What follows belongs to an exercise in optimizing a design on an open flow for small area and a short achievable clock period; a production flow would make more cautious choices.
Power is estimated from default activity; no workload was simulated.

## ahb_lite
module ahb_lite(
	input        HCLK,
    input        HRESETn,
    input [31:0] HADDR,
    input        HWRITE,
    input [31:0] HWDATA,
    output[31:0] HRDATA,
    input [31:0] pins_in,
    output[31:0] pins_out,
    output[31:0] pins_dir
);
Size in the first run: about 2900 cells after synthesis, ~850 flip-flops, about 200 I/O pins.
==> module ahb_ram, before the edit <==
module ahb_ram(
	input         HCLK,
    input         WE,         
    input  [3:0]  WADDR,      
    input  [31:0] HWDATA,
    input  [3:0]  RADDR,      
	output [31:0] RDATA       
);
  reg [31:0] ram[15:0];  
  wire [15:0] rsel = 16'b1 << RADDR;
  reg  [31:0] rd;
  integer i;
  always@(*) begin
    rd = 32'b0;
    for (i = 0; i < 16; i = i + 1)
      rd = rd | ({32{rsel[i]}} & ram[i]);
  end
  assign RDATA = (WE & (WADDR == RADDR)) ? HWDATA : rd;
  always@(posedge HCLK)
    if (WE) ram[WADDR] <= HWDATA;
endmodule
==> module ahb_timer, before the edit <==
module ahb_timer(
	input         HCLK,
    input         HRESETn,
    input         WE,          
    input  [2:0]  WADDR,       
    input  [31:0] HWDATA,
    input  [2:0]  RADDR,       
    output [31:0] RDATA
);
  reg  [3:0]  cs;
  reg  [31:0] clo, chi;
  reg  [31:0] c0r, c1r, c2r, c3r;   
  reg  [3:0]  cv;                   
  reg         clo_max;              
  wire [31:0] clo_d, chi_d;
  wire [31:0] c0, c1, c2, c3;
  wire [3:0]  match, clr;
  wire [7:0]  wsel = {8{WE}} & (8'b1 << WADDR);
  wire [31:0] clo_inc = clo + 1;
  wire [31:0] chi_inc = chi + clo_max;
  assign clo_d = wsel[1] ? HWDATA : clo_inc;
  assign chi_d = wsel[2] ? HWDATA : chi_inc;
  assign c0 = {32{cv[0]}} & c0r;
  assign c1 = {32{cv[1]}} & c1r;
  assign c2 = {32{cv[2]}} & c2r;
  assign c3 = {32{cv[3]}} & c3r;
  wire clo_zero = (clo == 32'b0);
  assign clr = {4{wsel[0]}} & HWDATA[3:0];
  assign match[0] = ~clr[0] & (cs[0] | (cv[0] ? (clo == c0r) : clo_zero));
  assign match[1] = ~clr[1] & (cs[1] | (cv[1] ? (clo == c1r) : clo_zero));
  assign match[2] = ~clr[2] & (cs[2] | (cv[2] ? (clo == c2r) : clo_zero));
  assign match[3] = ~clr[3] & (cs[3] | (cv[3] ? (clo == c3r) : clo_zero));
  always@(posedge HCLK or negedge HRESETn)
    if (~HRESETn) begin
      cs  <= 4'b0;    
      clo <= 32'b0;   
      chi <= 32'b0;   
      cv  <= 4'b0;    
      clo_max <= 1'b0;
    end 
	else begin
      cs  <= match;
      clo <= clo_d;
      chi <= chi_d;
      cv  <= cv | wsel[6:3];
      clo_max <= &clo_d;
    end    
  always@(posedge HCLK) begin
    if (wsel[3]) c0r <= HWDATA;
    if (wsel[4]) c1r <= HWDATA;
    if (wsel[5]) c2r <= HWDATA;
    if (wsel[6]) c3r <= HWDATA;
  end
  wire [7:0] rsel = 8'b1 << RADDR;
  wire       fwd  = WE & (WADDR == RADDR) & (RADDR != 3'd0) & (RADDR != 3'd7);
  assign RDATA = fwd ? HWDATA :
                 (({32{rsel[0]}} & {28'b0, match}) |
                  ({32{rsel[1]}} & clo_inc) |
                  ({32{rsel[2]}} & chi_inc) |
                  ({32{rsel[3]}} & c0) |
                  ({32{rsel[4]}} & c1) |
                  ({32{rsel[5]}} & c2) |
                  ({32{rsel[6]}} & c3));
endmodule
==> module ahb_lite, before the edit <==
module ahb_lite(
	input        HCLK,
    input        HRESETn,
    input [31:0] HADDR,
    input        HWRITE,
    input [31:0] HWDATA,
    output[31:0] HRDATA,
    input [31:0] pins_in,
    output[31:0] pins_out,
    output[31:0] pins_dir
);
  wire [3:0]  HSEL;
  wire [31:0] RD0, RD1, RD2, RD3, RDNEXT;
  wire [31:0] RDDEL;
  wire [2:0]  WSEL, WSELDEL;
  wire [3:0]  WADDRDEL;
  wire [31:0] INDIR, PINSELDEL;
  ahb_decoder dec(HADDR, HSEL);
  assign WSEL = {3{HWRITE}} & HSEL[3:1];
  flop #(3)   wselreg(HCLK, WSEL, WSELDEL);
  flop #(4)   waddrreg(HCLK, HADDR[5:2], WADDRDEL);
  ahb_rom     rom  (HADDR[7:2], RD0);
  ahb_ram     ram  (HCLK, WSELDEL[0], WADDRDEL, HWDATA, HADDR[5:2], RD1);
  ahb_gpio    gpio (HCLK, HRESETn, WSELDEL[1], WADDRDEL[0], HWDATA, HADDR[2], RD2, INDIR, pins_out, pins_dir);
  ahb_timer   timer(HCLK, HRESETn, WSELDEL[2], WADDRDEL[2:0], HWDATA, HADDR[4:2], RD3);
  ahb_mux     mux(HSEL, RD0, RD1, RD2, RD3, RDNEXT);
  flop #(32)  rdreg(HCLK, RDNEXT, RDDEL);
  flop #(32)  pinselreg(HCLK, {32{HSEL[2] & ~HADDR[2]}} & INDIR, PINSELDEL);
  assign HRDATA = RDDEL | (PINSELDEL & pins_in);
endmodule
==> flow/config.mk <==
export PLATFORM = sky130hd
export DESIGN_NAME = ahb_lite
export DESIGN_NICKNAME = ahb_lite
export VERILOG_FILES = /design/flow/design.v
export SDC_FILE = /design/flow/constraint.sdc
export NUM_CORES = 4
export LEC_CHECK = 0
export CAP_MARGIN = 20
export CORE_MARGIN = 2
export CORE_UTILIZATION = 45
export CTS_BUF_LIST = sky130_fd_sc_hd__clkbuf_8
export CTS_CLUSTER_DIAMETER = 80
export CTS_CLUSTER_SIZE = 14
export SETUP_SLACK_MARGIN = 4.5
export SLEW_MARGIN = 20
==> flow/constraint.sdc <==
create_clock -name core_clock -period 8.0 [get_ports {HCLK}]
set_input_delay 1.6000 -clock core_clock [delete_from_list [all_inputs] [get_ports {HCLK}]]
set_output_delay 1.6000 -clock core_clock [all_outputs]
set_load 0.01 [all_outputs]
standard.sh (not shown) runs the stock make flow with config.mk's settings and CLKGATE_MAP_FILE= SYNTH_SCRIPT=/design/flow/synth_recipe.tcl, a recipe that flattens the netlist after the stock synthesis.
==> flow/flow/run.sh <==
#!/bin/bash
# Standard layout, with small port buffers and the pins_in/HRDATA pins paired.
set -euo pipefail
here=$(pwd)
export BUFFER_PORTS_ARGS="-buffer_cell sky130_fd_sc_hd__buf_1"
export PRE_IO_PLACEMENT_TCL=$here/flow/io.tcl
bash standard.sh > $here/standard.log 2>&1
==> flow/flow/io.tcl <==
# keep each pins_in bit beside the HRDATA bit it feeds
set_io_pin_constraint -group -order -pin_names {pins_in[0] HRDATA[0] pins_in[1] HRDATA[1] pins_in[2] HRDATA[2] pins_in[3] HRDATA[3] pins_in[4] HRDATA[4] pins_in[5] HRDATA[5] pins_in[6] HRDATA[6] pins_in[7] HRDATA[7] pins_in[8] HRDATA[8] pins_in[9] HRDATA[9] pins_in[10] HRDATA[10] pins_in[11] HRDATA[11] pins_in[12] HRDATA[12] pins_in[13] HRDATA[13] pins_in[14] HRDATA[14] pins_in[15] HRDATA[15] pins_in[16] HRDATA[16] pins_in[17] HRDATA[17] pins_in[18] HRDATA[18] pins_in[19] HRDATA[19] pins_in[20] HRDATA[20] pins_in[21] HRDATA[21] pins_in[22] HRDATA[22] pins_in[23] HRDATA[23] pins_in[24] HRDATA[24] pins_in[25] HRDATA[25] pins_in[26] HRDATA[26] pins_in[27] HRDATA[27] pins_in[28] HRDATA[28] pins_in[29] HRDATA[29] pins_in[30] HRDATA[30] pins_in[31] HRDATA[31]}
==> next run, changes <==
--- a/flow/design.v
+++ b/flow/design.v
@@ -40,9 +40,10 @@
     input         WE,         
     input  [3:0]  WADDR,      
     input  [31:0] HWDATA,
     input  [3:0]  RADDR,      
-	output [31:0] RDATA       
+	output [31:0] RDATA,      
+    output        FWD         
 );
   reg [31:0] ram[15:0];  
   wire [15:0] rsel = 16'b1 << RADDR;
   reg  [31:0] rd;
@@ -51,9 +52,10 @@
     rd = 32'b0;
     for (i = 0; i < 16; i = i + 1)
       rd = rd | ({32{rsel[i]}} & ram[i]);
   end
-  assign RDATA = (WE & (WADDR == RADDR)) ? HWDATA : rd;
+  assign RDATA = rd;
+  assign FWD   = WE & (WADDR == RADDR);
   always@(posedge HCLK)
     if (WE) ram[WADDR] <= HWDATA;
 endmodule
 module ahb_gpio(input  logic        HCLK,
@@ -86,9 +88,10 @@
     input         WE,          
     input  [2:0]  WADDR,       
     input  [31:0] HWDATA,
     input  [2:0]  RADDR,       
-    output [31:0] RDATA
+    output [31:0] RDATA,
+    output        FWD          
 );
   reg  [3:0]  cs;
   reg  [31:0] clo, chi;
   reg  [31:0] c0r, c1r, c2r, c3r;   
@@ -133,17 +136,16 @@
     if (wsel[5]) c2r <= HWDATA;
     if (wsel[6]) c3r <= HWDATA;
   end
   wire [7:0] rsel = 8'b1 << RADDR;
-  wire       fwd  = WE & (WADDR == RADDR) & (RADDR != 3'd0) & (RADDR != 3'd7);
-  assign RDATA = fwd ? HWDATA :
-                 (({32{rsel[0]}} & {28'b0, match}) |
+  assign FWD   = WE & (WADDR == RADDR) & (RADDR != 3'd0) & (RADDR != 3'd7);
+  assign RDATA = ({32{rsel[0]}} & {28'b0, match}) |
                   ({32{rsel[1]}} & clo_inc) |
                   ({32{rsel[2]}} & chi_inc) |
                   ({32{rsel[3]}} & c0) |
                   ({32{rsel[4]}} & c1) |
                   ({32{rsel[5]}} & c2) |
-                  ({32{rsel[6]}} & c3));
+                  ({32{rsel[6]}} & c3);
 endmodule
 module ahb_lite(
 	input        HCLK,
     input        HRESETn,
@@ -155,9 +157,10 @@
     output[31:0] pins_out,
     output[31:0] pins_dir
 );
   wire [3:0]  HSEL;
-  wire [31:0] RD0, RD1, RD2, RD3, RDNEXT;
+  wire [31:0] RD0, RD1, RD2, RD3, RDSEL, RDNEXT;
+  wire        FWD1, FWD3;
   wire [31:0] RDDEL;
   wire [2:0]  WSEL, WSELDEL;
   wire [3:0]  WADDRDEL;
   wire [31:0] INDIR, PINSELDEL;
@@ -165,12 +168,13 @@
   assign WSEL = {3{HWRITE}} & HSEL[3:1];
   flop #(3)   wselreg(HCLK, WSEL, WSELDEL);
   flop #(4)   waddrreg(HCLK, HADDR[5:2], WADDRDEL);
   ahb_rom     rom  (HADDR[7:2], RD0);
-  ahb_ram     ram  (HCLK, WSELDEL[0], WADDRDEL, HWDATA, HADDR[5:2], RD1);
+  ahb_ram     ram  (HCLK, WSELDEL[0], WADDRDEL, HWDATA, HADDR[5:2], RD1, FWD1);
   ahb_gpio    gpio (HCLK, HRESETn, WSELDEL[1], WADDRDEL[0], HWDATA, HADDR[2], RD2, INDIR, pins_out, pins_dir);
-  ahb_timer   timer(HCLK, HRESETn, WSELDEL[2], WADDRDEL[2:0], HWDATA, HADDR[4:2], RD3);
-  ahb_mux     mux(HSEL, RD0, RD1, RD2, RD3, RDNEXT);
+  ahb_timer   timer(HCLK, HRESETn, WSELDEL[2], WADDRDEL[2:0], HWDATA, HADDR[4:2], RD3, FWD3);
+  ahb_mux     mux(HSEL, RD0, RD1, RD2, RD3, RDSEL);
+  assign RDNEXT = ((HSEL[1] & FWD1) | (HSEL[3] & FWD3)) ? HWDATA : RDSEL;
   flop #(32)  rdreg(HCLK, RDNEXT, RDDEL);
   flop #(32)  pinselreg(HCLK, {32{HSEL[2] & ~HADDR[2]}} & INDIR, PINSELDEL);
   assign HRDATA = RDDEL | (PINSELDEL & pins_in);
 endmodule
After rerunning: Design area rises slightly. Worst setup slack improved by 0.094 ns. Synthesized cell count came out higher slightly. Clock power hardly moves. Synthesized area stays flat. Hold slack stays flat. Global-route usage goes up by 0.27 points. Die area is about the same. Routed wire length rose slightly. Maximum frequency increases by a few percent. Count of clock-buffer cells in the layout rises by 3.
Function was not checked in any run of this note: the RTL went through the layout flow alone.

## afterwards: timing with drivers on the ports
No port has a modelled driver above. Below, the same layouts with a new extraction and two added sets of constraints. Step 1 assumes that a clkbuf_16 drives the clock port and a buf_2 every other input. Step 2 moves the port delays by t, midway between the first and last clock arrival at a register: inputs arrive t later, outputs are due t later. That takes back most of the time a late clock gives input paths. a / b / c = no drivers / after step 1 / after step 2; a / b = the first two.
| run | t, ns | setup slack, ns | worst data-port slew with drivers (ns) | cell pins on the clock port's net |
|---|---|---|---|---|
| the first run | 0.763 | 4.262 / 4.272 / 3.509 | 0.07 | 1 |
| the second run | 0.754 | 4.356 / 4.369 / 3.625 | 0.06 | 1 |
After both steps setup and hold are still met in every run listed. The setup slack of the first run, which loses most, moves by +0.010 ns with the drivers and by -0.753 ns with both steps.
